From an optimization exercise on the open Yosys and OpenROAD flow, aimed at small area; shortcuts taken in it are not production practice.
Function was checked by simulation only, so behaviour that the tests miss may differ from the original.
No activity file was given, so power comes from the tool's default toggle rates.

`config.mk`:
```
export PLATFORM = sky130hd
export DESIGN_NAME = top_ps2
export DESIGN_NICKNAME = top_ps2
export VERILOG_FILES = /design/flow/design.v
export SDC_FILE = /design/flow/constraint.sdc
export NUM_CORES = 4
export LEC_CHECK = 0
export ABC_AREA = 1
export CAP_MARGIN = 20
export CORE_MARGIN = 2
export CORE_UTILIZATION = 40
export GPL_TIMING_DRIVEN = 0
export PLACE_DENSITY = 0.6
export SLEW_MARGIN = 20
```
`constraint.sdc`:
```
create_clock -name core_clock -period 20.0 [get_ports {clk}]
set_input_delay 4.0000 -clock core_clock [delete_from_list [all_inputs] [get_ports {clk}]]
set_output_delay 4.0000 -clock core_clock [all_outputs]
set_load 0.01 [all_outputs]
```
`design.v`:
```
module top_ps2(input wire clk, input wire rst, input wire ps2_clk, input wire ps2_data,
           output wire ascii_new, output wire [6:0] ascii_code);
    reg break_code, control_l, control_r_n, e0_code_n, kb_dc_cnt_0, kb_dc_cnt_1, kb_dc_cnt_2, kb_dc_cnt_3, kb_dc_cnt_4__n, kb_dc_cnt_5, kb_dc_cnt_6, kb_dc_cnt_7__n, kb_dc_cnt_8, kb_dc_flipflops_0, kb_dc_flipflops_1, kb_dc_result, kb_dc_sync_ff_n, kb_dd_cnt_0, kb_dd_cnt_1, kb_dd_cnt_2__n, kb_dd_cnt_3, kb_dd_cnt_4__n, kb_dd_cnt_5__n, kb_dd_cnt_6, kb_dd_cnt_7__n, kb_dd_cnt_8, kb_dd_flipflops_0, kb_dd_flipflops_1, kb_dd_result_n, kb_dd_sync_ff_n, kb_idle_0, kb_idle_1, kb_idle_10__n, kb_idle_11__n, kb_idle_2, kb_idle_3, kb_idle_4, kb_idle_5, kb_idle_6, kb_idle_7, kb_idle_8, kb_idle_9, kb_parity, kb_ps2_word_0__n, kb_ps2_word_1, kb_ps2_word_10, kb_ps2_word_2, kb_ps2_word_3, kb_ps2_word_4, kb_ps2_word_5, kb_ps2_word_6, kb_ps2_word_7, kb_ps2_word_8, kb_ps2_word_9__n, kb_tail, shift_l, shift_r;
    wire n101, n106, n111, n116, n121, n126, n131, n136, n141, n146, n151, n156, n161, n166, n171, n176, n181, n186, n191, n196, n201, n206, n211, n216, n221, n226, n231, n236, n241, n246, n251, n256, n26, n261, n266, n271, n276, n281, n286, n291, n296, n301, n306, n31, n36, n41, n46, n51, n56, n61, n66, n71, n76, n81, n86, n91, n96, new_n184, new_n185, new_n186_1, new_n187, new_n188, new_n189, new_n191_1, new_n192, new_n193, new_n194, new_n195, new_n196_1, new_n197, new_n198, new_n199, new_n200, new_n201_1, new_n202, new_n203, new_n204, new_n205, new_n206_1, new_n207, new_n208, new_n209, new_n210, new_n211_1, new_n212, new_n213, new_n214, new_n215, new_n216_1, new_n217, new_n218, new_n219, new_n220, new_n221_1, new_n222, new_n223, new_n224, new_n225, new_n226_1, new_n227, new_n228, new_n229, new_n230, new_n231_1, new_n232, new_n233, new_n234, new_n235, new_n236_1, new_n237, new_n238, new_n239, new_n240, new_n241_1, new_n242, new_n243, new_n244, new_n245, new_n246_1, new_n247, new_n248, new_n249, new_n250, new_n251_1, new_n252, new_n253, new_n254, new_n255, new_n256_1, new_n257, new_n258, new_n259, new_n260, new_n261_1, new_n262, new_n263, new_n264, new_n265, new_n266_1, new_n267, new_n268, new_n269, new_n270, new_n271_1, new_n273, new_n274, new_n275, new_n276_1, new_n277, new_n278, new_n279, new_n280, new_n281_1, new_n282, new_n283, new_n284, new_n286_1, new_n287, new_n288, new_n289, new_n290, new_n291_1, new_n292, new_n293, new_n294, new_n295, new_n296_1, new_n297, new_n298, new_n299, new_n300, new_n301_1, new_n302, new_n303, new_n304, new_n305, new_n306_1, new_n307, new_n308, new_n309, new_n310, new_n311, new_n312, new_n313, new_n314, new_n315, new_n316, new_n317, new_n318, new_n319, new_n320, new_n321, new_n322, new_n323, new_n324, new_n325, new_n326, new_n327, new_n328, new_n329, new_n330, new_n331, new_n332, new_n333, new_n334, new_n336, new_n337, new_n338, new_n339, new_n340, new_n341, new_n342, new_n343, new_n344, new_n345, new_n346, new_n347, new_n348, new_n349, new_n350, new_n351, new_n352, new_n353, new_n354, new_n355, new_n356, new_n357, new_n358, new_n360, new_n361, new_n362, new_n363, new_n364, new_n365, new_n366, new_n367, new_n368, new_n369, new_n370, new_n371, new_n372, new_n373, new_n374, new_n375, new_n376, new_n377, new_n378, new_n379, new_n380, new_n381, new_n382, new_n384, new_n385, new_n386, new_n387, new_n388, new_n389, new_n390, new_n391, new_n392, new_n393, new_n394, new_n395, new_n396, new_n397, new_n400, new_n401, new_n402, new_n403, new_n404, new_n405, new_n406, new_n407, new_n408, new_n409, new_n410, new_n411, new_n412, new_n413, new_n414, new_n415, new_n416, new_n417, new_n418, new_n419, new_n421, new_n422, new_n423, new_n425, new_n426, new_n427, new_n428, new_n429, new_n430, new_n431, new_n432, new_n433, new_n435, new_n436, new_n437, new_n438, new_n440, new_n441, new_n442, new_n443, new_n444, new_n445, new_n446, new_n447, new_n448, new_n449, new_n451, new_n452, new_n453, new_n454, new_n456, new_n457, new_n458, new_n460, new_n461, new_n462, new_n463, new_n464, new_n465, new_n466, new_n471, new_n472, new_n481, new_n482, new_n483, new_n485, new_n486, new_n487, new_n488, new_n489, new_n490, new_n491, new_n496, new_n497, new_n506, new_n507, new_n508, new_n509, new_n510, new_n511, new_n512, new_n513, new_n515, new_n516, new_n517, new_n518, new_n520, new_n521, new_n523, new_n524, new_n526, new_n527, new_n529, new_n530, new_n532, new_n533, new_n535, new_n536, new_n538, new_n539, new_n541, new_n542, new_n544, new_n545, new_n547, new_n548, new_n550, new_n551, new_n552, new_n553, new_n554, new_n555, new_n556, new_n557, new_n559, new_n560, new_n561, new_n562, new_n563, new_n564, new_n565, new_n566, new_n567, new_n568, new_n569, new_n570, new_n571, new_n572, new_n573, new_n574, new_n575, new_n576, new_n577, new_n578, new_n579, new_n580, new_n581, new_n582, new_n583, new_n584, new_n585, new_n586, new_n587, new_n588, new_n589, new_n590, new_n591, new_n592, new_n593, new_n594, new_n595;
    assign new_n184 = ~kb_idle_2 & ~kb_idle_4;
    assign new_n185 = ~kb_idle_6 & ~kb_idle_0;
    assign new_n186_1 = new_n184 & new_n185;
    assign new_n187 = ~kb_idle_1 & ~kb_idle_3;
    assign new_n188 = ~kb_idle_5 & new_n187;
    assign new_n189 = new_n186_1 & new_n188;
    assign ascii_new = kb_tail & new_n189;
    assign new_n191_1 = ~kb_dc_result & ~kb_ps2_word_5;
    assign new_n192 = kb_dc_result & ~kb_ps2_word_6;
    assign new_n193 = ~new_n191_1 & ~new_n192;
    assign new_n194 = ~kb_dc_result & ~kb_ps2_word_6;
    assign new_n195 = kb_dc_result & ~kb_ps2_word_7;
    assign new_n196_1 = ~new_n194 & ~new_n195;
    assign new_n197 = new_n193 & new_n196_1;
    assign new_n198 = ~kb_dc_result & ~kb_ps2_word_1;
    assign new_n199 = kb_dc_result & ~kb_ps2_word_2;
    assign new_n200 = ~new_n198 & ~new_n199;
    assign new_n201_1 = ~kb_dc_result & ~kb_ps2_word_2;
    assign new_n202 = kb_dc_result & ~kb_ps2_word_3;
    assign new_n203 = ~new_n201_1 & ~new_n202;
    assign new_n204 = control_r_n & ~control_l;
    assign new_n205 = ~kb_dc_result & ~kb_ps2_word_4;
    assign new_n206_1 = kb_dc_result & ~kb_ps2_word_5;
    assign new_n207 = ~new_n205 & ~new_n206_1;
    assign new_n208 = new_n200 & new_n203;
    assign new_n209 = ~shift_r & ~shift_l;
    assign new_n210 = new_n204 & new_n209;
    assign new_n211_1 = new_n208 & new_n210;
    assign new_n212 = new_n207 & new_n211_1;
    assign new_n213 = new_n196_1 & ~new_n210;
    assign new_n214 = ~kb_dc_result & ~kb_ps2_word_3;
    assign new_n215 = kb_dc_result & ~kb_ps2_word_4;
    assign new_n216_1 = ~new_n214 & ~new_n215;
    assign new_n217 = ~kb_dc_result & kb_ps2_word_0__n;
    assign new_n218 = kb_dc_result & ~kb_ps2_word_1;
    assign new_n219 = ~new_n217 & ~new_n218;
    assign new_n220 = new_n203 & new_n219;
    assign new_n221_1 = ~new_n207 & new_n220;
    assign new_n222 = new_n196_1 & new_n207;
    assign new_n223 = ~new_n203 & new_n222;
    assign new_n224 = ~new_n193 & new_n208;
    assign new_n225 = ~new_n223 & ~new_n224;
    assign new_n226_1 = ~new_n221_1 & new_n225;
    assign new_n227 = ~new_n216_1 & ~new_n226_1;
    assign new_n228 = ~new_n213 & new_n227;
    assign new_n229 = ~new_n200 & ~new_n210;
    assign new_n230 = new_n196_1 & ~new_n229;
    assign new_n231_1 = new_n216_1 & new_n230;
    assign new_n232 = ~new_n228 & ~new_n231_1;
    assign new_n233 = ~new_n207 & ~new_n219;
    assign new_n234 = new_n203 & ~new_n210;
    assign new_n235 = new_n233 & ~new_n234;
    assign new_n236_1 = ~new_n232 & new_n235;
    assign new_n237 = ~new_n212 & ~new_n236_1;
    assign new_n238 = new_n204 & ~new_n237;
    assign new_n239 = ~new_n200 & ~new_n203;
    assign new_n240 = ~new_n200 & new_n221_1;
    assign new_n241_1 = ~new_n200 & ~new_n219;
    assign new_n242 = new_n193 & ~new_n241_1;
    assign new_n243 = new_n203 & new_n242;
    assign new_n244 = ~new_n240 & new_n243;
    assign new_n245 = ~new_n239 & ~new_n244;
    assign new_n246_1 = new_n216_1 & ~new_n245;
    assign new_n247 = new_n204 & ~new_n246_1;
    assign new_n248 = new_n237 & ~new_n247;
    assign new_n249 = new_n216_1 & ~new_n219;
    assign new_n250 = new_n200 & ~new_n219;
    assign new_n251_1 = ~new_n249 & ~new_n250;
    assign new_n252 = new_n196_1 & ~new_n200;
    assign new_n253 = ~new_n222 & ~new_n252;
    assign new_n254 = ~new_n251_1 & ~new_n253;
    assign new_n255 = ~new_n193 & ~new_n196_1;
    assign new_n256_1 = ~new_n207 & new_n255;
    assign new_n257 = ~new_n200 & new_n256_1;
    assign new_n258 = ~new_n254 & ~new_n257;
    assign new_n259 = ~new_n216_1 & new_n219;
    assign new_n260 = ~new_n249 & ~new_n259;
    assign new_n261_1 = new_n252 & ~new_n260;
    assign new_n262 = new_n200 & ~new_n216_1;
    assign new_n263 = ~new_n196_1 & new_n262;
    assign new_n264 = ~new_n261_1 & ~new_n263;
    assign new_n265 = ~new_n193 & ~new_n264;
    assign new_n266_1 = ~new_n207 & ~new_n216_1;
    assign new_n267 = new_n203 & ~new_n241_1;
    assign new_n268 = new_n266_1 & new_n267;
    assign new_n269 = ~new_n265 & ~new_n268;
    assign new_n270 = new_n258 & new_n269;
    assign new_n271_1 = ~new_n248 & new_n270;
    assign ascii_code[6] = ~new_n238 & new_n271_1;
    assign new_n273 = new_n207 & new_n213;
    assign new_n274 = ascii_code[6] & new_n273;
    assign new_n275 = ~new_n193 & new_n216_1;
    assign new_n276_1 = new_n233 & new_n275;
    assign new_n277 = ~new_n234 & new_n276_1;
    assign new_n278 = ~new_n227 & ~new_n277;
    assign new_n279 = ~new_n246_1 & new_n278;
    assign new_n280 = ~new_n196_1 & new_n208;
    assign new_n281_1 = new_n207 & ~new_n210;
    assign new_n282 = new_n280 & ~new_n281_1;
    assign new_n283 = ~new_n261_1 & ~new_n282;
    assign new_n284 = new_n279 & new_n283;
    assign ascii_code[5] = ~(~new_n274 & new_n284);
    assign new_n286_1 = new_n210 & ~new_n275;
    assign new_n287 = ascii_code[5] & new_n286_1;
    assign new_n288 = ~new_n200 & new_n216_1;
    assign new_n289 = ~new_n196_1 & new_n207;
    assign new_n290 = ~new_n255 & ~new_n289;
    assign new_n291_1 = new_n288 & new_n290;
    assign new_n292 = ~new_n219 & new_n222;
    assign new_n293 = new_n259 & new_n289;
    assign new_n294 = ~new_n292 & ~new_n293;
    assign new_n295 = ~new_n291_1 & new_n294;
    assign new_n296_1 = ~new_n287 & new_n295;
    assign new_n297 = new_n203 & ~new_n296_1;
    assign new_n298 = new_n207 & new_n216_1;
    assign new_n299 = ~new_n193 & ~new_n219;
    assign new_n300 = new_n298 & ~new_n299;
    assign new_n301_1 = ~new_n242 & new_n300;
    assign new_n302 = new_n193 & ~new_n233;
    assign new_n303 = ~new_n230 & ~new_n302;
    assign new_n304 = ~new_n197 & ~new_n303;
    assign new_n305 = new_n203 & new_n237;
    assign new_n306_1 = ~new_n304 & ~new_n305;
    assign new_n307 = ~new_n301_1 & ~new_n306_1;
    assign new_n308 = ~new_n297 & new_n307;
    assign new_n309 = new_n193 & new_n308;
    assign new_n310 = ~new_n200 & ~new_n309;
    assign new_n311 = ~new_n197 & ~new_n310;
    assign new_n312 = new_n207 & ~new_n301_1;
    assign new_n313 = ~new_n311 & new_n312;
    assign new_n314 = ~new_n193 & ~new_n216_1;
    assign new_n315 = ~ascii_code[5] & new_n314;
    assign new_n316 = new_n193 & ~new_n207;
    assign new_n317 = ~new_n216_1 & new_n239;
    assign new_n318 = ~new_n280 & ~new_n317;
    assign new_n319 = new_n316 & ~new_n318;
    assign new_n320 = new_n193 & ~new_n208;
    assign new_n321 = ~new_n266_1 & ~new_n320;
    assign new_n322 = ~new_n219 & ~new_n321;
    assign new_n323 = ~new_n267 & ~new_n298;
    assign new_n324 = ~new_n266_1 & ~new_n323;
    assign new_n325 = new_n322 & new_n324;
    assign new_n326 = ~new_n319 & ~new_n325;
    assign new_n327 = new_n232 & ~new_n251_1;
    assign new_n328 = new_n213 & new_n227;
    assign new_n329 = new_n219 & ~new_n255;
    assign new_n330 = ~new_n223 & new_n329;
    assign new_n331 = ~new_n328 & new_n330;
    assign new_n332 = ~new_n327 & ~new_n331;
    assign new_n333 = new_n326 & ~new_n332;
    assign new_n334 = ~new_n315 & new_n333;
    assign ascii_code[0] = ~(~new_n313 & new_n334);
    assign new_n336 = new_n211_1 & ~new_n279;
    assign new_n337 = new_n216_1 & ~new_n281_1;
    assign new_n338 = new_n208 & ~new_n337;
    assign new_n339 = ~new_n234 & new_n259;
    assign new_n340 = ~new_n221_1 & ~new_n339;
    assign new_n341 = ~new_n338 & new_n340;
    assign new_n342 = ~new_n326 & new_n341;
    assign new_n343 = ~new_n220 & new_n288;
    assign new_n344 = ~new_n203 & ~new_n219;
    assign new_n345 = new_n266_1 & new_n344;
    assign new_n346 = ~new_n259 & ~new_n345;
    assign new_n347 = ~new_n239 & ~new_n346;
    assign new_n348 = ~new_n343 & ~new_n347;
    assign new_n349 = ~new_n196_1 & ~new_n348;
    assign new_n350 = ~new_n193 & ~new_n341;
    assign new_n351 = ~new_n196_1 & ~new_n241_1;
    assign new_n352 = new_n200 & new_n219;
    assign new_n353 = ~new_n298 & ~new_n316;
    assign new_n354 = ~new_n352 & new_n353;
    assign new_n355 = ~new_n351 & ~new_n354;
    assign new_n356 = ~new_n350 & ~new_n355;
    assign new_n357 = ~new_n349 & new_n356;
    assign new_n358 = ~new_n342 & new_n357;
    assign ascii_code[1] = ~new_n336 & new_n358;
    assign new_n360 = new_n200 & new_n210;
    assign new_n361 = new_n256_1 & ~new_n360;
    assign new_n362 = ~new_n290 & ~new_n361;
    assign new_n363 = new_n200 & ~new_n362;
    assign new_n364 = ~new_n322 & ~new_n363;
    assign new_n365 = ~new_n262 & ~new_n364;
    assign new_n366 = new_n193 & new_n207;
    assign new_n367 = new_n208 & ~new_n216_1;
    assign new_n368 = new_n366 & new_n367;
    assign new_n369 = ~new_n207 & new_n352;
    assign new_n370 = ~new_n368 & ~new_n369;
    assign new_n371 = ~new_n196_1 & ~new_n370;
    assign new_n372 = new_n203 & ~new_n219;
    assign new_n373 = new_n210 & new_n222;
    assign new_n374 = ~new_n372 & new_n373;
    assign new_n375 = new_n203 & new_n266_1;
    assign new_n376 = new_n320 & new_n375;
    assign new_n377 = new_n239 & ~new_n316;
    assign new_n378 = new_n220 & new_n298;
    assign new_n379 = ~new_n377 & ~new_n378;
    assign new_n380 = ~new_n376 & new_n379;
    assign new_n381 = ~new_n374 & new_n380;
    assign new_n382 = ~new_n371 & new_n381;
    assign ascii_code[2] = ~(~new_n365 & new_n382);
    assign new_n384 = new_n262 & new_n344;
    assign new_n385 = new_n275 & new_n344;
    assign new_n386 = ~new_n196_1 & ~new_n385;
    assign new_n387 = ~new_n240 & ~new_n386;
    assign new_n388 = ~new_n328 & ~new_n387;
    assign new_n389 = ~new_n384 & ~new_n388;
    assign new_n390 = ~new_n276_1 & ~new_n368;
    assign new_n391 = ~new_n210 & ~new_n390;
    assign new_n392 = ~new_n216_1 & ~new_n219;
    assign new_n393 = ~new_n288 & new_n366;
    assign new_n394 = ~new_n392 & new_n393;
    assign new_n395 = ~new_n345 & ~new_n361;
    assign new_n396 = ~new_n394 & new_n395;
    assign new_n397 = ~new_n391 & new_n396;
    assign ascii_code[3] = ~(~new_n389 & new_n397);
    assign ascii_code[4] = ~(new_n308 & ~new_n391);
    assign new_n400 = kb_idle_10__n & kb_idle_11__n;
    assign new_n401 = kb_dc_result & kb_idle_1;
    assign new_n402 = kb_idle_3 & kb_idle_5;
    assign new_n403 = new_n401 & new_n402;
    assign new_n404 = new_n400 & new_n403;
    assign new_n405 = kb_idle_7 & ~kb_idle_8;
    assign new_n406 = kb_idle_9 & new_n405;
    assign new_n407 = new_n186_1 & new_n406;
    assign new_n408 = new_n404 & new_n407;
    assign new_n409 = kb_parity & kb_ps2_word_0__n;
    assign new_n410 = kb_ps2_word_10 & new_n409;
    assign new_n411 = new_n408 & new_n410;
    assign new_n412 = ~rst & ~new_n411;
    assign new_n413 = ~rst & kb_ps2_word_8;
    assign new_n414 = ~new_n219 & new_n413;
    assign new_n415 = new_n197 & new_n414;
    assign new_n416 = new_n317 & new_n415;
    assign new_n417 = ~new_n412 & ~new_n416;
    assign new_n418 = new_n207 & new_n411;
    assign new_n419 = ~break_code & ~new_n418;
    assign n26 = ~new_n417 & ~new_n419;
    assign new_n421 = ~e0_code_n & ~new_n417;
    assign new_n422 = ~kb_ps2_word_5 & new_n411;
    assign new_n423 = new_n416 & new_n422;
    assign n31 = ~new_n421 & ~new_n423;
    assign new_n425 = new_n255 & ~new_n324;
    assign new_n426 = ~kb_ps2_word_8 & new_n411;
    assign new_n427 = new_n207 & new_n426;
    assign new_n428 = new_n425 & new_n427;
    assign new_n429 = new_n203 & new_n428;
    assign new_n430 = ~e0_code_n & new_n429;
    assign new_n431 = break_code & new_n430;
    assign new_n432 = control_r_n & ~new_n430;
    assign new_n433 = ~rst & ~new_n432;
    assign n36 = ~(~new_n431 & new_n433);
    assign new_n435 = e0_code_n & new_n429;
    assign new_n436 = break_code & new_n435;
    assign new_n437 = ~control_l & ~new_n435;
    assign new_n438 = ~rst & ~new_n437;
    assign n41 = ~new_n436 & new_n438;
    assign new_n440 = ~kb_ps2_word_2 & ~kb_ps2_word_6;
    assign new_n441 = kb_ps2_word_7 & ~new_n440;
    assign new_n442 = new_n207 & new_n441;
    assign new_n443 = new_n269 & ~new_n442;
    assign new_n444 = new_n216_1 & new_n223;
    assign new_n445 = new_n426 & new_n444;
    assign new_n446 = new_n443 & new_n445;
    assign new_n447 = break_code & new_n446;
    assign new_n448 = ~shift_r & ~new_n446;
    assign new_n449 = ~rst & ~new_n448;
    assign n46 = ~new_n447 & new_n449;
    assign new_n451 = new_n250 & new_n428;
    assign new_n452 = break_code & new_n451;
    assign new_n453 = ~shift_l & ~new_n451;
    assign new_n454 = ~rst & ~new_n453;
    assign n51 = ~new_n452 & new_n454;
    assign new_n456 = ~kb_dd_flipflops_0 & ~kb_dd_flipflops_1;
    assign new_n457 = kb_dd_flipflops_0 & kb_dd_flipflops_1;
    assign new_n458 = ~new_n456 & ~new_n457;
    assign n91 = ~kb_dd_cnt_2__n & ~new_n458;
    assign new_n460 = ~kb_dd_cnt_1 & ~kb_dd_cnt_8;
    assign new_n461 = ~kb_dd_cnt_3 & kb_dd_cnt_5__n;
    assign new_n462 = new_n460 & new_n461;
    assign new_n463 = n91 & new_n462;
    assign new_n464 = ~kb_dd_flipflops_1 & new_n463;
    assign new_n465 = kb_dd_result_n & ~new_n463;
    assign new_n466 = ~rst & ~new_n465;
    assign n56 = ~(~new_n464 & new_n466);
    assign n61 = ~(~rst & ps2_data);
    assign n66 = ~rst & ~kb_dd_sync_ff_n;
    assign n71 = ~rst & kb_dd_flipflops_0;
    assign new_n471 = kb_dd_cnt_1 & kb_dd_cnt_8;
    assign new_n472 = ~new_n460 & ~new_n471;
    assign n76 = ~new_n458 & new_n472;
    assign n81 = ~(~kb_dd_cnt_0 & ~new_n458);
    assign n86 = ~kb_dd_cnt_1 & ~new_n458;
    assign n96 = ~kb_dd_cnt_3 & ~new_n458;
    assign n101 = kb_dd_cnt_4__n & ~new_n458;
    assign n106 = ~kb_dd_cnt_5__n & ~new_n458;
    assign n111 = ~kb_dd_cnt_6 & ~new_n458;
    assign n116 = ~kb_dd_cnt_7__n & ~new_n458;
    assign new_n481 = ~kb_dc_flipflops_0 & ~kb_dc_flipflops_1;
    assign new_n482 = kb_dc_flipflops_0 & kb_dc_flipflops_1;
    assign new_n483 = ~new_n481 & ~new_n482;
    assign n156 = kb_dc_cnt_2 & ~new_n483;
    assign new_n485 = ~kb_dc_cnt_1 & ~kb_dc_cnt_8;
    assign new_n486 = ~kb_dc_cnt_3 & ~kb_dc_cnt_5;
    assign new_n487 = new_n485 & new_n486;
    assign new_n488 = n156 & new_n487;
    assign new_n489 = ~kb_dc_flipflops_1 & new_n488;
    assign new_n490 = ~kb_dc_result & ~new_n488;
    assign new_n491 = ~rst & ~new_n490;
    assign n121 = ~new_n489 & new_n491;
    assign n126 = ~(~rst & ps2_clk);
    assign n131 = ~rst & ~kb_dc_sync_ff_n;
    assign n136 = ~rst & kb_dc_flipflops_0;
    assign new_n496 = kb_dc_cnt_1 & kb_dc_cnt_8;
    assign new_n497 = ~new_n485 & ~new_n496;
    assign n141 = ~new_n483 & new_n497;
    assign n146 = ~(~kb_dc_cnt_0 & ~new_n483);
    assign n151 = ~(~kb_dc_cnt_1 & ~new_n483);
    assign n161 = ~kb_dc_cnt_3 & ~new_n483;
    assign n166 = ~(kb_dc_cnt_4__n & ~new_n483);
    assign n171 = kb_dc_cnt_5 & ~new_n483;
    assign n176 = ~kb_dc_cnt_6 & ~new_n483;
    assign n181 = ~kb_dc_cnt_7__n & ~new_n483;
    assign new_n506 = kb_dc_result & new_n489;
    assign new_n507 = kb_ps2_word_1 & ~kb_ps2_word_10;
    assign new_n508 = ~kb_ps2_word_1 & kb_ps2_word_10;
    assign new_n509 = ~new_n507 & ~new_n508;
    assign new_n510 = new_n506 & ~new_n509;
    assign new_n511 = kb_parity & new_n510;
    assign new_n512 = ~kb_parity & ~new_n510;
    assign new_n513 = ~rst & ~new_n512;
    assign n186 = ~new_n511 & new_n513;
    assign new_n515 = ~rst & ~new_n506;
    assign new_n516 = ~kb_ps2_word_0__n & new_n515;
    assign new_n517 = ~rst & new_n506;
    assign new_n518 = kb_ps2_word_1 & new_n517;
    assign n191 = ~new_n516 & ~new_n518;
    assign new_n520 = kb_ps2_word_1 & new_n515;
    assign new_n521 = kb_ps2_word_2 & new_n517;
    assign n196 = ~(~new_n520 & ~new_n521);
    assign new_n523 = kb_ps2_word_2 & new_n515;
    assign new_n524 = kb_ps2_word_3 & new_n517;
    assign n201 = ~(~new_n523 & ~new_n524);
    assign new_n526 = kb_ps2_word_3 & new_n515;
    assign new_n527 = kb_ps2_word_4 & new_n517;
    assign n206 = ~(~new_n526 & ~new_n527);
    assign new_n529 = kb_ps2_word_4 & new_n515;
    assign new_n530 = kb_ps2_word_5 & new_n517;
    assign n211 = ~(~new_n529 & ~new_n530);
    assign new_n532 = kb_ps2_word_5 & new_n515;
    assign new_n533 = kb_ps2_word_6 & new_n517;
    assign n216 = ~(~new_n532 & ~new_n533);
    assign new_n535 = kb_ps2_word_6 & new_n515;
    assign new_n536 = kb_ps2_word_7 & new_n517;
    assign n221 = ~(~new_n535 & ~new_n536);
    assign new_n538 = kb_ps2_word_7 & new_n515;
    assign new_n539 = kb_ps2_word_8 & new_n517;
    assign n226 = ~(~new_n538 & ~new_n539);
    assign new_n541 = ~kb_ps2_word_9__n & new_n517;
    assign new_n542 = kb_ps2_word_8 & new_n515;
    assign n231 = ~(~new_n541 & ~new_n542);
    assign new_n544 = ~kb_ps2_word_9__n & new_n515;
    assign new_n545 = kb_ps2_word_10 & new_n517;
    assign n236 = ~new_n544 & ~new_n545;
    assign new_n547 = ~n56 & new_n506;
    assign new_n548 = kb_ps2_word_10 & new_n515;
    assign n241 = ~(~new_n547 & ~new_n548);
    assign new_n550 = ~kb_dc_result & kb_idle_0;
    assign new_n551 = kb_tail & ~new_n550;
    assign new_n552 = ~new_n408 & ~new_n551;
    assign new_n553 = ~kb_idle_7 & ~kb_idle_8;
    assign new_n554 = ~kb_idle_9 & kb_idle_10__n;
    assign new_n555 = new_n553 & new_n554;
    assign new_n556 = new_n189 & new_n555;
    assign new_n557 = ~rst & ~new_n556;
    assign n246 = ~new_n552 & new_n557;
    assign new_n559 = ~new_n246_1 & ~new_n256_1;
    assign new_n560 = new_n443 & new_n559;
    assign new_n561 = ~new_n204 & ~new_n301_1;
    assign new_n562 = ~new_n560 & new_n561;
    assign new_n563 = ~kb_ps2_word_4 & ~new_n203;
    assign new_n564 = new_n258 & ~new_n563;
    assign new_n565 = ~new_n203 & ~new_n258;
    assign new_n566 = kb_ps2_word_5 & ~kb_ps2_word_6;
    assign new_n567 = ~new_n565 & new_n566;
    assign new_n568 = ~new_n564 & new_n567;
    assign new_n569 = ~e0_code_n & new_n207;
    assign new_n570 = new_n239 & new_n569;
    assign new_n571 = new_n197 & ~new_n367;
    assign new_n572 = ~new_n570 & new_n571;
    assign new_n573 = new_n219 & ~new_n298;
    assign new_n574 = new_n239 & ~new_n573;
    assign new_n575 = new_n200 & new_n220;
    assign new_n576 = ~break_code & ~new_n575;
    assign new_n577 = ~new_n574 & new_n576;
    assign new_n578 = new_n426 & new_n577;
    assign new_n579 = ~new_n572 & new_n578;
    assign new_n580 = ~new_n425 & new_n579;
    assign new_n581 = ~new_n568 & new_n580;
    assign new_n582 = ~new_n562 & new_n581;
    assign new_n583 = new_n408 & ~new_n582;
    assign new_n584 = kb_tail & kb_idle_0;
    assign new_n585 = ~kb_idle_10__n & ~kb_idle_11__n;
    assign new_n586 = ~new_n400 & ~new_n585;
    assign new_n587 = kb_idle_3 & ~kb_idle_9;
    assign new_n588 = ~kb_idle_3 & kb_idle_9;
    assign new_n589 = ~new_n587 & ~new_n588;
    assign new_n590 = new_n586 & new_n589;
    assign new_n591 = ~new_n586 & ~new_n589;
    assign new_n592 = kb_dc_result & ~new_n591;
    assign new_n593 = ~new_n590 & new_n592;
    assign new_n594 = ~kb_tail & ~new_n593;
    assign new_n595 = ~new_n584 & ~new_n594;
    assign n306 = ~(~new_n583 & new_n595);
    assign n296 = ~kb_idle_9;
    assign n251 = kb_idle_0;
    assign n256 = kb_idle_1;
    assign n261 = kb_idle_2;
    assign n266 = kb_idle_3;
    assign n271 = kb_idle_4;
    assign n276 = kb_idle_5;
    assign n281 = kb_idle_6;
    assign n286 = kb_idle_7;
    assign n291 = kb_idle_8;
    assign n301 = kb_idle_10__n;
    always @(posedge clk) begin
        break_code <= n26;
        e0_code_n <= n31;
        control_r_n <= n36;
        control_l <= n41;
        shift_r <= n46;
        shift_l <= n51;
        kb_dd_result_n <= n56;
        kb_dd_sync_ff_n <= n61;
        kb_dd_flipflops_0 <= n66;
        kb_dd_flipflops_1 <= n71;
        kb_dd_cnt_0 <= n76;
        kb_dd_cnt_1 <= n81;
        kb_dd_cnt_2__n <= n86;
        kb_dd_cnt_3 <= n91;
        kb_dd_cnt_4__n <= n96;
        kb_dd_cnt_5__n <= n101;
        kb_dd_cnt_6 <= n106;
        kb_dd_cnt_7__n <= n111;
        kb_dd_cnt_8 <= n116;
        kb_dc_result <= n121;
        kb_dc_sync_ff_n <= n126;
        kb_dc_flipflops_0 <= n131;
        kb_dc_flipflops_1 <= n136;
        kb_dc_cnt_0 <= n141;
        kb_dc_cnt_1 <= n146;
        kb_dc_cnt_2 <= n151;
        kb_dc_cnt_3 <= n156;
        kb_dc_cnt_4__n <= n161;
        kb_dc_cnt_5 <= n166;
        kb_dc_cnt_6 <= n171;
        kb_dc_cnt_7__n <= n176;
        kb_dc_cnt_8 <= n181;
        kb_parity <= n186;
        kb_ps2_word_0__n <= n191;
        kb_ps2_word_1 <= n196;
        kb_ps2_word_2 <= n201;
        kb_ps2_word_3 <= n206;
        kb_ps2_word_4 <= n211;
        kb_ps2_word_5 <= n216;
        kb_ps2_word_6 <= n221;
        kb_ps2_word_7 <= n226;
        kb_ps2_word_8 <= n231;
        kb_ps2_word_9__n <= n236;
        kb_ps2_word_10 <= n241;
        kb_tail <= n246;
        kb_idle_1 <= n251;
        kb_idle_2 <= n256;
        kb_idle_3 <= n261;
        kb_idle_4 <= n266;
        kb_idle_5 <= n271;
        kb_idle_6 <= n276;
        kb_idle_7 <= n281;
        kb_idle_8 <= n286;
        kb_idle_9 <= n291;
        kb_idle_10__n <= n296;
        kb_idle_11__n <= n301;
        kb_idle_0 <= n306;
    end
endmodule
```
`flow/run.sh`:
```
#!/bin/bash
# Own layout flow: the standard synthesis, then the combinational logic between the
# (unchanged) registers is mapped again with an area-oriented ABC script, then the standard flow's
# standard layout steps from that netlist on. Each tool's output goes to its own log here.
set -euo pipefail
W=$(pwd)
F=$W/flow
R=$W/orfs/results/$FLOW_PLATFORM/top_ps2/base
LIB=$FLOW_HOME/platforms/$FLOW_PLATFORM/lib/sky130_fd_sc_hd__tt_025C_1v80.lib
YOSYS=$FLOW_HOME/../tools/install/yosys/bin/yosys
[ -x "$YOSYS" ] || YOSYS=yosys

bash standard.sh "$R/1_2_yosys.v" > synth_standard.log 2>&1
cp "$R/1_2_yosys.v" netlist_standard.v

# 2. map the logic between the registers again (registers kept as black boxes)
DONT_USE=$(sed -n '/DONT_USE_CELLS += /,/^#/p' "$FLOW_HOME/platforms/$FLOW_PLATFORM/config.mk" \
  | grep -o 'sky130_fd_sc_hd__[a-z0-9_]*' | sed 's/^/-dont_use /' | tr '\n' ' ')
cat > remap.ys <<EOY
read_liberty -ignore_miss_func $LIB
read_verilog netlist_standard.v
hierarchy -top $FLOW_TOP
blackbox sky130_fd_sc_hd__dfxtp_1
flatten
opt -purge
abc -liberty $LIB $DONT_USE -script $F/remap.abc
opt_clean -purge
splitnets
opt_clean -purge
hilomap -singleton -hicell sky130_fd_sc_hd__conb_1 HI -locell sky130_fd_sc_hd__conb_1 LO
insbuf -buf sky130_fd_sc_hd__buf_4 A X
stat -liberty $LIB
write_verilog -noattr -nohex -nodec netlist_remapped.v
EOY
"$YOSYS" -l remap.log -q -s remap.ys
cp netlist_remapped.v "$R/1_2_yosys.v"
touch "$R/1_2_yosys.v"

# 3. the standard layout steps on the remapped netlist
source "$F/layout_env.sh"
bash standard.sh finish > layout.log 2>&1
```
`flow/layout_env.sh`:
```
export CTS_ARGS="-sink_clustering_enable -repair_clock_nets -dont_use_dummy_load -buf_list {sky130_fd_sc_hd__clkbuf_4 sky130_fd_sc_hd__clkbuf_2}"
# Port buffers: the smallest buffer (the ports are lightly loaded).
export BUFFER_PORTS_ARGS="-buffer_cell sky130_fd_sc_hd__buf_1"
```
`flow/remap.abc`:
```
strash
dch -f
amap
topo
stime -c
```
`standard.sh`:
```
#!/bin/bash
# synth_recipe.tcl (not shown) runs the flow's synth.tcl, then flattens the netlist and writes it again
# the make line also repeats each setting of config.mk as NAME=value (left out here)
make -C /OpenROAD-flow-scripts/flow DESIGN_CONFIG=/design/flow/config.mk WORK_HOME=/design/flow/orfs CLKGATE_MAP_FILE= SYNTH_SCRIPT=/design/flow/synth_recipe.tcl "${@:-finish}"
```
==> results.py, run 1 <==
metrics = {
    "detailed_routing": {
        "routed_wl_um": 6174,
        "route.detailed.drc": 0,
        "firstDrtPassIters": 5,
        "wl_per_cell_um": 14.99,
        "first_iter_violations": 226,
        "route.met3.wl_um": 671,
        "via_per_inst": 5.837,
        "route.met2.wl_um": 2451,
        "top_layer_used": "met4",
        "wl_met1_um": 2963,
        "vias": 2405,
        "ant_nets": 0,
    },
    "critical_path": {
        "cpMostUsedCell": "nor2_1",
        "critPathTopFamily": "compound AO/OA/AOI/OAI gates",
        "cpMaxStageDelayCell": "o22ai_1",
        "critPathCaptureType": "output pin",
        "path_cells": "clkinv_1 -> o22ai_1 -> clkinv_1 -> nor2_1 -> nand2_1 -> a31oi_1 -> clkinv_1 -> o22ai_1 -> a31oi_1 -> clkinv_1 -> nor2_1 -> nor4_1 -> a31o_1 -> nand3_1 -> o2111ai_1 -> nand2_1 -> o211ai_1 -> nor2_1 -> nor2_1 -> nor2_1 -> o21ai_0 -> buf_1",
        "path_buf_inv": 5,
        "cp_max_fo": 11,
        "reg2reg_from": "kb_dc_result$_DFF_P_",
        "start_kind": "register",
        "worst-setup-path-type": "reg -> out",
        "startpoint": "kb_dc_result$_DFF_P_",
        "cp.required_ns": 16.00,
        "cpPeakStageDelay_ns": 0.73,
        "worstPathArrival_ns": 5.67,
    },
    "synthesis": {
        "yosysWarnings": 1,
        "synth_area_per_cell_um2": 7.811,
        "synth_cells": 317,
        "syn-num-nets": 321,
        "syn_area_um2": 2476,
    },
    "global_routing": {
        "grt_pass1_vias": 2180,
        "grt_max_degree": 14,
        "antenna_found_initial": 0,
        "grt_first_pass_wirelength_um": 10230,
        "track_usage_pct": 19.84,
        "overflow": 0,
    },
    "clocking": {
        "clk_pin_slew_ns": 0.08,
        "cts_sinks": 57,
        "cts_tree": "done",
        "cts_resized": 0,
        "post-cts-setup-buffers": 0,
        "cts-root-buf": "clkbuf_4",
        "hold_buffers": 0,
        "worst_skew_pair.late_latency_ns": 0.38,
        "htree_levels": 3,
        "clk_path_buf_depth": 2,
        "cts_buffers": 9,
    },
    "pwr": {
        "swShare_pct": 24.33,
        "peakVddDrop_uv": 51.45,
        "pwr-share-seq_pct": 64.3,
        "clockPowerShare_pct": 26.6,
        "power_switching_mw": 0.04934,
        "power_density_nw_per_um2": 75.71,
        "pwr-share-comb_pct": 9.0,
        "leakagePower_nw": 0.8789,
        "internal-power_mw": 0.1535,
    },
    "sta": {
        "fmax_ghz": 0.1034,
        "max_slew_margin_pct": 23.32,
        "rsz0062_at_grt": "no",
        "slew_violations": 0,
        "worst_pin_slew_ns": 1.141,
        "post-route-period-util_pct": 48.35,
        "tns_ns": 0,
        "min_period_ns": 9.670,
        "setup_violations": 0,
        "hold_viol_final": 0,
        "worst_clock_skew_ns": 0.02553,
    },
    "outcome": {
        "status": "finished clean",
    },
    "floorplan": {
        "dieWidth_um": 82.68,
        "io_pins": 12,
        "rows": 28,
        "initial_core_util_pct": 41.58,
        "core-area_um2": 5956,
        "die_y_um": 82.68,
        "die-area_um2": 6836,
    },
    "final_layout": {
        "nNetsFinal": 343,
        "fin_util_pct": 44.98,
        "area.growth.synth_to_final_pct": 8.186,
        "n_antenna_cell": 0,
        "fillers": 612,
        "drive_above_1_share_pct": 2.671,
    },
    "run": {
        "drv_cap": 0,
    },
    "placement": {
        "io_buffer_count": 11,
        "dp_hpwl_um": 4322,
        "place_congestion": 0.9224,
    },
    "worst_hold_path": {
        "hold_class": "reg -> reg",
        "hold_start": "kb_idle_2$_DFF_P_",
    },
}
## per-layer routing
layer  global-route usage, %  up-vias
li1                        -     1189
met5                       0        -
met3                   8.913       16
met2                   26.85      133
met4                   6.066        0
met1                   27.93     1067
## path summary, 6_finish.rpt
check                           slack (ns)                 to  cells past startpoint
worst max-delay path                 10.33      ascii_code[0]                     22
worst min-delay path                  0.36  kb_idle_3$_DFF_P_                      0
worst max register to register       15.68  kb_idle_0$_DFF_P_                     11
worst min register to register        0.36  kb_idle_3$_DFF_P_                      0
## power groups by stage
stage	Sequential, mW	Clock [mW]	Combinational (mW)
4_1_cts	0.131	0.0562	0.0183
2_1_floorplan	0.132	0	0.0139
3_5_place_dp	0.133	0	0.0180
3_3_place_gp	0.133	0	0.0180
5_1_grt	0.132	0.0621	0.0211
6_report	0.130	0.0540	0.0183
## stage by stage
| stage | cell area (µm²) | power, mW | instances | worst slack [ns] | hold WS, ns |
|---|---|---|---|---|---|
| detailed placement | 2611 | 0.1512 | 403 | 10.94 | 0.3453 |
| floorplan | 2476 | 0.1457 | 317 | 11.89 | 0.3233 |
| finish | 2679 | 0.2028 | 412 | 10.33 | 0.3569 |
| global route | 2679 | 0.2151 | 412 | 9.850 | 0.3663 |
| CTS | 2679 | 0.2051 | 412 | 10.50 | 0.3540 |
| global placement | 2611 | 0.1510 | 403 | 10.91 | 0.3409 |
## placed cells by master, fill, tap and decap left out, drive strengths merged, types with 3 or more instances in the layout
| master | count |
|---|---|
| a211oi | 9 |
| a21oi | 14 |
| a31oi | 3 |
| buf | 11 |
| clkbuf | 9 |
| clkinv | 39 |
| dfxtp | 57 |
| nand2 | 21 |
| nand3 | 8 |
| nand4 | 3 |
| nor2 | 63 |
| nor2b | 4 |
| nor3 | 15 |
| nor4 | 5 |
| o211ai | 3 |
| o21ai | 17 |
| o221ai | 3 |
| o22ai | 19 |
| o32ai | 4 |
| or2 | 6 |
## layout make-up
| type | count | area (µm²) | area share [%] |
|---|---|---|---|
| multi-input combinational | 221 | 1189 | 44.37 |
| sequential | 57 | 1141 | 42.60 |
| inverter | 39 | 146.4 | 5.465 |
| tap | 75 | 93.84 | 3.503 |
| clock buffer | 9 | 67.56 | 2.522 |
| timing repair buffer | 11 | 41.29 | 1.541 |
==> run 2, diff against run 1 <==
--- a/design.v
+++ b/design.v
@@ -2,3 +2,3 @@
            output wire ascii_new, output wire [6:0] ascii_code);
-    reg break_code, control_l, control_r_n, e0_code_n, kb_dc_cnt_0, kb_dc_cnt_1, kb_dc_cnt_2, kb_dc_cnt_3, kb_dc_cnt_4__n, kb_dc_cnt_5, kb_dc_cnt_6, kb_dc_cnt_7__n, kb_dc_cnt_8, kb_dc_flipflops_0, kb_dc_flipflops_1, kb_dc_result, kb_dc_sync_ff_n, kb_dd_cnt_0, kb_dd_cnt_1, kb_dd_cnt_2__n, kb_dd_cnt_3, kb_dd_cnt_4__n, kb_dd_cnt_5__n, kb_dd_cnt_6, kb_dd_cnt_7__n, kb_dd_cnt_8, kb_dd_flipflops_0, kb_dd_flipflops_1, kb_dd_result_n, kb_dd_sync_ff_n, kb_idle_0, kb_idle_1, kb_idle_10__n, kb_idle_11__n, kb_idle_2, kb_idle_3, kb_idle_4, kb_idle_5, kb_idle_6, kb_idle_7, kb_idle_8, kb_idle_9, kb_parity, kb_ps2_word_0__n, kb_ps2_word_1, kb_ps2_word_10, kb_ps2_word_2, kb_ps2_word_3, kb_ps2_word_4, kb_ps2_word_5, kb_ps2_word_6, kb_ps2_word_7, kb_ps2_word_8, kb_ps2_word_9__n, kb_tail, shift_l, shift_r;
+    reg break_code, control_l, control_r, e0_code_n, kb_dc_cnt_0, kb_dc_cnt_1, kb_dc_cnt_2__n, kb_dc_cnt_3, kb_dc_cnt_4__n, kb_dc_cnt_5, kb_dc_cnt_6__n, kb_dc_cnt_7__n, kb_dc_cnt_8, kb_dc_flipflops_0, kb_dc_flipflops_1, kb_dc_result, kb_dc_sync_ff_n, kb_dd_cnt_0, kb_dd_cnt_1, kb_dd_cnt_2__n, kb_dd_cnt_3, kb_dd_cnt_4__n, kb_dd_cnt_5__n, kb_dd_cnt_6, kb_dd_cnt_7__n, kb_dd_cnt_8, kb_dd_flipflops_0, kb_dd_flipflops_1, kb_dd_result_n, kb_dd_sync_ff_n, kb_idle_0, kb_idle_1, kb_idle_10__n, kb_idle_11__n, kb_idle_2, kb_idle_3, kb_idle_4, kb_idle_5, kb_idle_6, kb_idle_7, kb_idle_8, kb_idle_9, kb_parity, kb_ps2_word_0__n, kb_ps2_word_1, kb_ps2_word_10, kb_ps2_word_2, kb_ps2_word_3, kb_ps2_word_4, kb_ps2_word_5, kb_ps2_word_6, kb_ps2_word_7__n, kb_ps2_word_8, kb_ps2_word_9__n, kb_tail, shift_l, shift_r;
     wire n101, n106, n111, n116, n121, n126, n131, n136, n141, n146, n151, n156, n161, n166, n171, n176, n181, n186, n191, n196, n201, n206, n211, n216, n221, n226, n231, n236, n241, n246, n251, n256, n26, n261, n266, n271, n276, n281, n286, n291, n296, n301, n306, n31, n36, n41, n46, n51, n56, n61, n66, n71, n76, n81, n86, n91, n96, new_n184, new_n185, new_n186_1, new_n187, new_n188, new_n189, new_n191_1, new_n192, new_n193, new_n194, new_n195, new_n196_1, new_n197, new_n198, new_n199, new_n200, new_n201_1, new_n202, new_n203, new_n204, new_n205, new_n206_1, new_n207, new_n208, new_n209, new_n210, new_n211_1, new_n212, new_n213, new_n214, new_n215, new_n216_1, new_n217, new_n218, new_n219, new_n220, new_n221_1, new_n222, new_n223, new_n224, new_n225, new_n226_1, new_n227, new_n228, new_n229, new_n230, new_n231_1, new_n232, new_n233, new_n234, new_n235, new_n236_1, new_n237, new_n238, new_n239, new_n240, new_n241_1, new_n242, new_n243, new_n244, new_n245, new_n246_1, new_n247, new_n248, new_n249, new_n250, new_n251_1, new_n252, new_n253, new_n254, new_n255, new_n256_1, new_n257, new_n258, new_n259, new_n260, new_n261_1, new_n262, new_n263, new_n264, new_n265, new_n266_1, new_n267, new_n268, new_n269, new_n270, new_n271_1, new_n273, new_n274, new_n275, new_n276_1, new_n277, new_n278, new_n279, new_n280, new_n281_1, new_n282, new_n283, new_n284, new_n286_1, new_n287, new_n288, new_n289, new_n290, new_n291_1, new_n292, new_n293, new_n294, new_n295, new_n296_1, new_n297, new_n298, new_n299, new_n300, new_n301_1, new_n302, new_n303, new_n304, new_n305, new_n306_1, new_n307, new_n308, new_n309, new_n310, new_n311, new_n312, new_n313, new_n314, new_n315, new_n316, new_n317, new_n318, new_n319, new_n320, new_n321, new_n322, new_n323, new_n324, new_n325, new_n326, new_n327, new_n328, new_n329, new_n330, new_n331, new_n332, new_n333, new_n334, new_n336, new_n337, new_n338, new_n339, new_n340, new_n341, new_n342, new_n343, new_n344, new_n345, new_n346, new_n347, new_n348, new_n349, new_n350, new_n351, new_n352, new_n353, new_n354, new_n355, new_n356, new_n357, new_n358, new_n360, new_n361, new_n362, new_n363, new_n364, new_n365, new_n366, new_n367, new_n368, new_n369, new_n370, new_n371, new_n372, new_n373, new_n374, new_n375, new_n376, new_n377, new_n378, new_n379, new_n380, new_n381, new_n382, new_n384, new_n385, new_n386, new_n387, new_n388, new_n389, new_n390, new_n391, new_n392, new_n393, new_n394, new_n395, new_n396, new_n397, new_n400, new_n401, new_n402, new_n403, new_n404, new_n405, new_n406, new_n407, new_n408, new_n409, new_n410, new_n411, new_n412, new_n413, new_n414, new_n415, new_n416, new_n417, new_n418, new_n419, new_n421, new_n422, new_n423, new_n425, new_n426, new_n427, new_n428, new_n429, new_n430, new_n431, new_n432, new_n433, new_n435, new_n436, new_n437, new_n438, new_n440, new_n441, new_n442, new_n443, new_n444, new_n445, new_n446, new_n447, new_n448, new_n449, new_n451, new_n452, new_n453, new_n454, new_n456, new_n457, new_n458, new_n460, new_n461, new_n462, new_n463, new_n464, new_n465, new_n466, new_n471, new_n472, new_n481, new_n482, new_n483, new_n485, new_n486, new_n487, new_n488, new_n489, new_n490, new_n491, new_n496, new_n497, new_n506, new_n507, new_n508, new_n509, new_n510, new_n511, new_n512, new_n513, new_n515, new_n516, new_n517, new_n518, new_n520, new_n521, new_n523, new_n524, new_n526, new_n527, new_n529, new_n530, new_n532, new_n533, new_n535, new_n536, new_n538, new_n539, new_n541, new_n542, new_n544, new_n545, new_n547, new_n548, new_n550, new_n551, new_n552, new_n553, new_n554, new_n555, new_n556, new_n557, new_n559, new_n560, new_n561, new_n562, new_n563, new_n564, new_n565, new_n566, new_n567, new_n568, new_n569, new_n570, new_n571, new_n572, new_n573, new_n574, new_n575, new_n576, new_n577, new_n578, new_n579, new_n580, new_n581, new_n582, new_n583, new_n584, new_n585, new_n586, new_n587, new_n588, new_n589, new_n590, new_n591, new_n592, new_n593, new_n594, new_n595;
@@ -15,3 +15,3 @@
     assign new_n194 = ~kb_dc_result & ~kb_ps2_word_6;
-    assign new_n195 = kb_dc_result & ~kb_ps2_word_7;
+    assign new_n195 = kb_dc_result & kb_ps2_word_7__n;
     assign new_n196_1 = ~new_n194 & ~new_n195;
@@ -24,3 +24,3 @@
     assign new_n203 = ~new_n201_1 & ~new_n202;
-    assign new_n204 = control_r_n & ~control_l;
+    assign new_n204 = ~control_r & ~control_l;
     assign new_n205 = ~kb_dc_result & ~kb_ps2_word_4;
@@ -252,5 +252,5 @@
     assign new_n431 = break_code & new_n430;
-    assign new_n432 = control_r_n & ~new_n430;
+    assign new_n432 = ~control_r & ~new_n430;
     assign new_n433 = ~rst & ~new_n432;
-    assign n36 = ~(~new_n431 & new_n433);
+    assign n36 = ~new_n431 & new_n433;
     assign new_n435 = e0_code_n & new_n429;
@@ -261,3 +261,3 @@
     assign new_n440 = ~kb_ps2_word_2 & ~kb_ps2_word_6;
-    assign new_n441 = kb_ps2_word_7 & ~new_n440;
+    assign new_n441 = ~kb_ps2_word_7__n & ~new_n440;
     assign new_n442 = new_n207 & new_n441;
@@ -304,3 +304,3 @@
     assign new_n483 = ~new_n481 & ~new_n482;
-    assign n156 = kb_dc_cnt_2 & ~new_n483;
+    assign n156 = ~kb_dc_cnt_2__n & ~new_n483;
     assign new_n485 = ~kb_dc_cnt_1 & ~kb_dc_cnt_8;
@@ -320,7 +320,7 @@
     assign n146 = ~(~kb_dc_cnt_0 & ~new_n483);
-    assign n151 = ~(~kb_dc_cnt_1 & ~new_n483);
+    assign n151 = ~kb_dc_cnt_1 & ~new_n483;
     assign n161 = ~kb_dc_cnt_3 & ~new_n483;
     assign n166 = ~(kb_dc_cnt_4__n & ~new_n483);
-    assign n171 = kb_dc_cnt_5 & ~new_n483;
-    assign n176 = ~kb_dc_cnt_6 & ~new_n483;
+    assign n171 = ~(kb_dc_cnt_5 & ~new_n483);
+    assign n176 = kb_dc_cnt_6__n & ~new_n483;
     assign n181 = ~kb_dc_cnt_7__n & ~new_n483;
@@ -356,7 +356,7 @@
     assign new_n535 = kb_ps2_word_6 & new_n515;
-    assign new_n536 = kb_ps2_word_7 & new_n517;
+    assign new_n536 = ~kb_ps2_word_7__n & new_n517;
     assign n221 = ~(~new_n535 & ~new_n536);
-    assign new_n538 = kb_ps2_word_7 & new_n515;
+    assign new_n538 = ~kb_ps2_word_7__n & new_n515;
     assign new_n539 = kb_ps2_word_8 & new_n517;
-    assign n226 = ~(~new_n538 & ~new_n539);
+    assign n226 = ~new_n538 & ~new_n539;
     assign new_n541 = ~kb_ps2_word_9__n & new_n517;
@@ -431,3 +431,3 @@
         e0_code_n <= n31;
-        control_r_n <= n36;
+        control_r <= n36;
         control_l <= n41;
@@ -454,3 +454,3 @@
         kb_dc_cnt_1 <= n146;
-        kb_dc_cnt_2 <= n151;
+        kb_dc_cnt_2__n <= n151;
         kb_dc_cnt_3 <= n156;
@@ -458,3 +458,3 @@
         kb_dc_cnt_5 <= n166;
-        kb_dc_cnt_6 <= n171;
+        kb_dc_cnt_6__n <= n171;
         kb_dc_cnt_7__n <= n176;
@@ -469,3 +469,3 @@
         kb_ps2_word_6 <= n221;
-        kb_ps2_word_7 <= n226;
+        kb_ps2_word_7__n <= n226;
         kb_ps2_word_8 <= n231;
==> flow/layout_env.sh (replaced) <==
export CTS_ARGS="-repair_clock_nets -dont_use_dummy_load -buf_list {sky130_fd_sc_hd__clkbuf_4 sky130_fd_sc_hd__clkbuf_2}"
# Port buffers: the smallest buffer (the ports are lightly loaded).
export BUFFER_PORTS_ARGS="-buffer_cell sky130_fd_sc_hd__buf_1"
==> run 2 against run 1 <==
Routed wire length shrank 3.2%. Synthesized area shrank 0.96%. Sequential share of layout area grew 0.30 points. Total power grew 0.90%. Worst hold slack lost 0.0015 ns. Worst setup slack lost 0.14 ns. First-iteration DRC count shrank 22%.
==> results.py, run 2 <==
metrics = {
    "clocking": {
        "cts_sinks": 57,
        "post-cts-setup-buffers": 0,
        "hold_buffers": 0,
        "clk_path_buf_depth": 2,
        "cts_resized": 0,
        "cts_tree": "done",
        "htree_levels": 3,
        "cts_buffers": 9,
        "worst_skew_pair.late_latency_ns": 0.38,
        "clk_pin_slew_ns": 0.08,
        "cts-root-buf": "clkbuf_4",
    },
    "pwr": {
        "pwr-share-comb_pct": 9.1,
        "leakagePower_nw": 0.8857,
        "peakVddDrop_uv": 43.89,
        "swShare_pct": 24.78,
        "pwr-share-seq_pct": 63.9,
        "power.total_mw": 0.2046,
        "internal-power_mw": 0.1539,
        "power_switching_mw": 0.05070,
        "power_density_nw_per_um2": 76.93,
        "clockPowerShare_pct": 27.0,
    },
    "critical_path": {
        "path_buf_inv": 3,
        "r2r_end": "kb_idle_0$_DFF_P_",
        "cp.required_ns": 16.00,
        "cpMaxStageDelayCell": "o22ai_1",
        "start_kind": "register",
        "path_cells": "clkinv_1 -> o22ai_1 -> clkinv_1 -> nand2_1 -> nor2_1 -> a222oi_1 -> o22a_1 -> o32ai_1 -> o2111a_1 -> nand3_1 -> o311ai_0 -> a2111oi_0 -> o221ai_1 -> nor2_1 -> nor2_1 -> nor2_1 -> o21ai_0 -> buf_1",
        "cp_max_fo": 14,
        "critPathCaptureType": "output pin",
        "startpoint": "kb_dc_result$_DFF_P_",
        "worstPathArrival_ns": 5.81,
        "critPathTopFamily": "compound AO/OA/AOI/OAI gates",
        "critPathCapture": "ascii_code[0]",
        "cp_num_cells": 18,
        "rrSetupSlack_ns": 16.02,
        "worst-setup-path-type": "reg -> out",
        "cpMostUsedCell": "nor2_1",
        "reg2reg_from": "kb_dc_result$_DFF_P_",
        "rr_worst_depth": 10,
        "cpPeakStageDelay_ns": 0.77,
    },
    "final_layout": {
        "drive_above_1_share_pct": 3.049,
        "fillers": 610,
        "mostFrequentLayoutCells": "nor2_1, dfxtp_1, clkinv_1, o21ai_0, o22ai_1",
        "nNetsFinal": 334,
        "final_common_cell": "nor2_1",
        "area.growth.synth_to_final_pct": 8.469,
        "n_antenna_cell": 0,
    },
    "sta": {
        "tns_ns": 0,
        "fmax_ghz": 0.1019,
        "rsz0062_at_grt": "no",
        "max_slew_margin_pct": 32.30,
        "post-route-period-util_pct": 49.05,
        "setup_violations": 0,
        "worst_hold_slack_ns": 0.3554,
        "worst_pin_slew_ns": 1.015,
        "hold_viol_final": 0,
        "slew_violations": 0,
        "min_period_ns": 9.811,
        "worst_clock_skew_ns": 0.01923,
        "setup_slack_ns": 10.19,
    },
    "floorplan": {
        "core-area_um2": 5921,
        "die-area_um2": 6773,
        "rows": 28,
        "io_pins": 12,
        "dieWidth_um": 82.30,
        "die_y_um": 82.30,
        "initial_core_util_pct": 41.42,
    },
    "placement": {
        "io_buffer_count": 11,
        "pre_cts_slack_ns": 10.70,
        "dp_hpwl_um": 4191,
        "place_congestion": 0.9357,
    },
    "outcome": {
        "status": "finished clean",
    },
    "worst_hold_path": {
        "hold_class": "reg -> reg",
        "hold_depth": 0,
    },
    "detailed_routing": {
        "route.detailed.drc": 0,
        "firstDrtPassIters": 5,
        "routed_wl_um": 5974,
        "first_iter_violations": 176,
        "ant_nets": 0,
        "wl_per_cell_um": 14.82,
        "via_per_inst": 5.916,
        "vias": 2384,
    },
    "global_routing": {
        "grt_first_pass_wirelength_um": 9908,
        "overflow": 0,
        "grt_pass1_vias": 2130,
        "antenna_found_initial": 0,
        "track_usage_pct": 19.32,
        "grt_max_degree": 15,
    },
    "synthesis": {
        "synth_area_per_cell_um2": 7.988,
        "synth_cells": 307,
        "syn_area_um2": 2452,
        "syn-num-nets": 311,
        "yosysWarnings": 1,
    },
    "run": {
        "drv_cap": 0,
    },
}
run 2: worst min-delay path by stage:
| stage | start | end | slack, ns |
|---|---|---|---|
| final | kb_idle_2$_DFF_P_ | kb_idle_3$_DFF_P_ | 0.36 |
| after global routing | kb_idle_2$_DFF_P_ | kb_idle_3$_DFF_P_ | 0.37 |
| after CTS | kb_idle_2$_DFF_P_ | kb_idle_3$_DFF_P_ | 0.36 |
| after detailed placement | kb_idle_2$_DFF_P_ | kb_idle_3$_DFF_P_ | 0.34 |
| after global placement | kb_idle_2$_DFF_P_ | kb_idle_3$_DFF_P_ | 0.33 |
| after floorplan | kb_idle_2$_DFF_P_ | kb_idle_3$_DFF_P_ | 0.32 |
run 2: area by class of cell:
class / instances / area, µm² / area share, %
clock buffers: 9 / 67.56 / 2.540
inverters: 30 / 112.6 / 4.233
multi-input cells: 220 / 1199 / 45.06
flip-flops and latches: 57 / 1141 / 42.90
well taps: 75 / 93.84 / 3.528
repair buffers: 12 / 46.29 / 1.740
run 2: metal layers:
metal,GRT usage (%),vias to the layer above,share of wire (%)
met5,0,-,0
met4,7.333,0,1.5
met3,8.913,18,8.6
met2,27.58,113,43
met1,25.25,1078,47
li1,-,1175,-
run 2: power groups by stage:
stage	Clock (mW)	Combinational [mW]	Sequential [mW]
6_report	0.0553	0.0186	0.131
5_1_grt	0.0633	0.0219	0.132
4_1_cts	0.0579	0.0187	0.131
3_5_place_dp	0	0.0186	0.133
3_3_place_gp	0	0.0183	0.133
2_1_floorplan	0	0.0143	0.132
run 2: metrics by stage:
stage                     cells  area (µm²)  utilization, %
after global placement      393        2587           43.70
after CTS                   402        2655           44.84
after floorplan             307        2452               -
after detailed placement    393        2587           43.70
final                       403        2660           44.93
after global routing        403        2660           44.93
run 2: worst reg2reg max path, delay by kind of cell, from the launching register on:
kind | cells | cell delay, ns
buffers and inverters | 1 | 0.36
AO/OA/AOI/OAI | 6 | 2.33
AND/OR/NAND/NOR | 3 | 0.66
flip-flops | 1 | 0.52
==> run 3, diff against run 2 <==
==> flow/layout_env.sh (replaced) <==
export CTS_ARGS="-sink_clustering_enable -repair_clock_nets -dont_use_dummy_load -buf_list {sky130_fd_sc_hd__clkbuf_4 sky130_fd_sc_hd__clkbuf_2} -sink_clustering_levels 1 -sink_clustering_size 30"
# Port buffers: the smallest buffer (the ports are lightly loaded).
export BUFFER_PORTS_ARGS="-buffer_cell sky130_fd_sc_hd__buf_1"
==> run 3 against run 2 <==
Still clean on timing, DRC and antenna. Sequential share of layout area stayed put. Register-to-register slack barely moved. Global-route usage unchanged. First-iteration DRC count unchanged. Non-clock buffer count unchanged. Routed wire length is the same. Synthesized cell count stayed put. Highest routed layer unchanged.
==> results.py, run 3 <==
metrics = {
    "clocking": {
        "clk_path_buf_depth": 2,
        "cts_sinks": 57,
        "post-cts-setup-buffers": 0,
        "clk_pin_slew_ns": 0.08,
        "htree_levels": 3,
        "cts-root-buf": "clkbuf_4",
        "cts_buffers": 9,
        "hold_buffers": 0,
        "cts_tree": "done",
        "cts_resized": 0,
        "worst_skew_pair.late_latency_ns": 0.38,
    },
    "floorplan": {
        "io_pins": 12,
        "dieWidth_um": 82.30,
        "die_y_um": 82.30,
        "rows": 28,
        "initial_core_util_pct": 41.42,
        "core-area_um2": 5921,
        "die-area_um2": 6773,
    },
    "sta": {
        "worst_clock_skew_ns": 0.01923,
        "post-route-period-util_pct": 49.05,
        "worst_hold_slack_ns": 0.3554,
        "min_period_ns": 9.811,
        "worst_pin_slew_ns": 1.015,
        "hold_viol_final": 0,
        "fmax_ghz": 0.1019,
        "max_slew_margin_pct": 32.30,
        "rsz0062_at_grt": "no",
        "setup_violations": 0,
        "slew_violations": 0,
        "tns_ns": 0,
    },
    "critical_path": {
        "start_kind": "register",
        "worstPathArrival_ns": 5.81,
        "worst-setup-path-type": "reg -> out",
        "cp.required_ns": 16.00,
        "critPathCaptureType": "output pin",
        "cp_max_fo": 14,
    },
    "pwr": {
        "peakVddDrop_uv": 43.89,
        "leakagePower_nw": 0.8857,
        "power_density_nw_per_um2": 76.93,
    },
    "detailed_routing": {
        "first_iter_violations": 176,
        "route.detailed.drc": 0,
        "route.met3.wl_um": 515,
        "routed_wl_um": 5974,
        "vias": 2384,
        "ant_nets": 0,
        "wl_per_cell_um": 14.82,
        "firstDrtPassIters": 5,
        "top_layer_used": "met4",
        "route.met2.wl_um": 2573,
        "wl_met1_um": 2796,
        "via_per_inst": 5.916,
    },
    "final_layout": {
        "multi_input_area_um2": 1199,
        "nNetsFinal": 334,
        "area.growth.synth_to_final_pct": 8.469,
        "final_common_cell": "nor2_1",
        "ff_latch_area_um2": 1141,
        "fin_util_pct": 44.93,
        "n_antenna_cell": 0,
        "fillers": 610,
        "drive_above_1_share_pct": 3.049,
        "mostFrequentLayoutCells": "nor2_1, dfxtp_1, clkinv_1, o21ai_0, o22ai_1",
    },
    "global_routing": {
        "grt_pass1_vias": 2130,
        "antenna_found_initial": 0,
        "track_usage_pct": 19.32,
        "grt_max_degree": 15,
        "overflow": 0,
        "grt_first_pass_wirelength_um": 9908,
    },
    "worst_hold_path": {
        "hold_class": "reg -> reg",
    },
    "placement": {
        "dp_hpwl_um": 4191,
        "io_buffer_count": 11,
        "place_congestion": 0.9357,
    },
    "synthesis": {
        "syn_area_um2": 2452,
        "yosysWarnings": 1,
        "synth_area_per_cell_um2": 7.988,
        "synth_cells": 307,
        "syn-num-nets": 311,
    },
    "outcome": {
        "status": "finished clean",
    },
    "run": {
        "drv_cap": 0,
    },
}
==> run 3: cell counts in the layout (fill, tap and decap cells not counted) <==
No cell type changed its count.
==> run 3: area by class of cell <==
type	instances	area share, %
clock buffers	9	2.540
inverters	30	4.233
multi-input cells	220	45.06
flip-flops and latches	57	42.90
well taps	75	3.528
repair buffers	12	1.740
==> run 3: layer usage <==
metal / vias to the layer above / track usage, %
met5: - / 0
met2: 113 / 27.58
met1: 1078 / 25.25
li1: 1175 / -
met3: 18 / 8.913
met4: 0 / 7.333
==> run 3: worst max-delay path, stage by stage, from the launching register on <==
cell	delay, ns
dfxtp_1	0.52
clkinv_1	0.36
o22ai_1	0.77
clkinv_1	0.64
nand2_1	0.30
nor2_1	0.11
a222oi_1	0.49
o22a_1	0.27
o32ai_1	0.12
o2111a_1	0.31
nand3_1	0.09
o311ai_0	0.24
a2111oi_0	0.53
o221ai_1	0.19
nor2_1	0.14
nor2_1	0.05
nor2_1	0.08
o21ai_0	0.09
buf_1	0.14
==> run 3: power by group <==
| part | internal, mW | switching [mW] | total (mW) |
|---|---|---|---|
| Sequential | 0.126 | 0.00507 | 0.131 |
| Combinational | 0.00746 | 0.0112 | 0.0186 |
| Clock | 0.0209 | 0.0344 | 0.0553 |
| Total | 0.154 | 0.0507 | 0.205 |
==> run 3: path summary, 6_finish.rpt <==
| check | from | end | slack [ns] | cells after the start |
|---|---|---|---|---|
| setup / recovery | kb_dc_result$_DFF_P_ | ascii_code[0] | 10.19 | 18 |
| hold / removal | kb_idle_2$_DFF_P_ | kb_idle_3$_DFF_P_ | 0.36 | 0 |
| setup reg to reg | kb_dc_result$_DFF_P_ | kb_idle_0$_DFF_P_ | 16.02 | 10 |
| hold reg to reg | kb_idle_2$_DFF_P_ | kb_idle_3$_DFF_P_ | 0.36 | 0 |
==> run 3: per-stage QoR <==
stage	std cells	total power, mW	cell area (µm²)	setup WS, ns
floorplan	307	0.1463	2452	11.83
global placement	393	0.1516	2587	10.49
detailed placement	393	0.1518	2587	10.70
CTS	402	0.2074	2655	10.22
global route	403	0.2174	2660	9.761
finish	403	0.2046	2660	10.19

separate check: timing with driven ports:
How much do the figures lean on ideal ports? The routed layouts below were timed once more, with nothing changed but the port constraints. Step 1 (the two cells are an assumption about what drives the block):
set clk [get_ports {clk}]
set_driving_cell -lib_cell sky130_fd_sc_hd__clkbuf_16 $clk
set_driving_cell -lib_cell sky130_fd_sc_hd__buf_2 [delete_from_list [all_inputs] $clk]
Step 2 moves the port delays by t, midway between the first and last clock arrival at a register: inputs arrive t later, outputs are due t later. That takes back most of the time a late clock gives input paths. Three values: ideal ports, drivers, drivers and shift; two values: the first two.
run | t, ns | setup slack, ns | slew at the worst register clock pin (ns) | worst data-port slew with drivers (ns) | cell pins on the clock port's net
run 1 | 0.392 | 10.330 / 10.305 / 10.697 | 0.09 / 0.09 | 0.03 | 1
run 2 | 0.398 | 10.189 / 10.161 / 10.559 | 0.09 / 0.09 | 0.03 | 1
run 3 | 0.398 | 10.189 / 10.161 / 10.559 | 0.09 / 0.09 | 0.03 | 1
After both steps setup and hold are still met in every run listed.
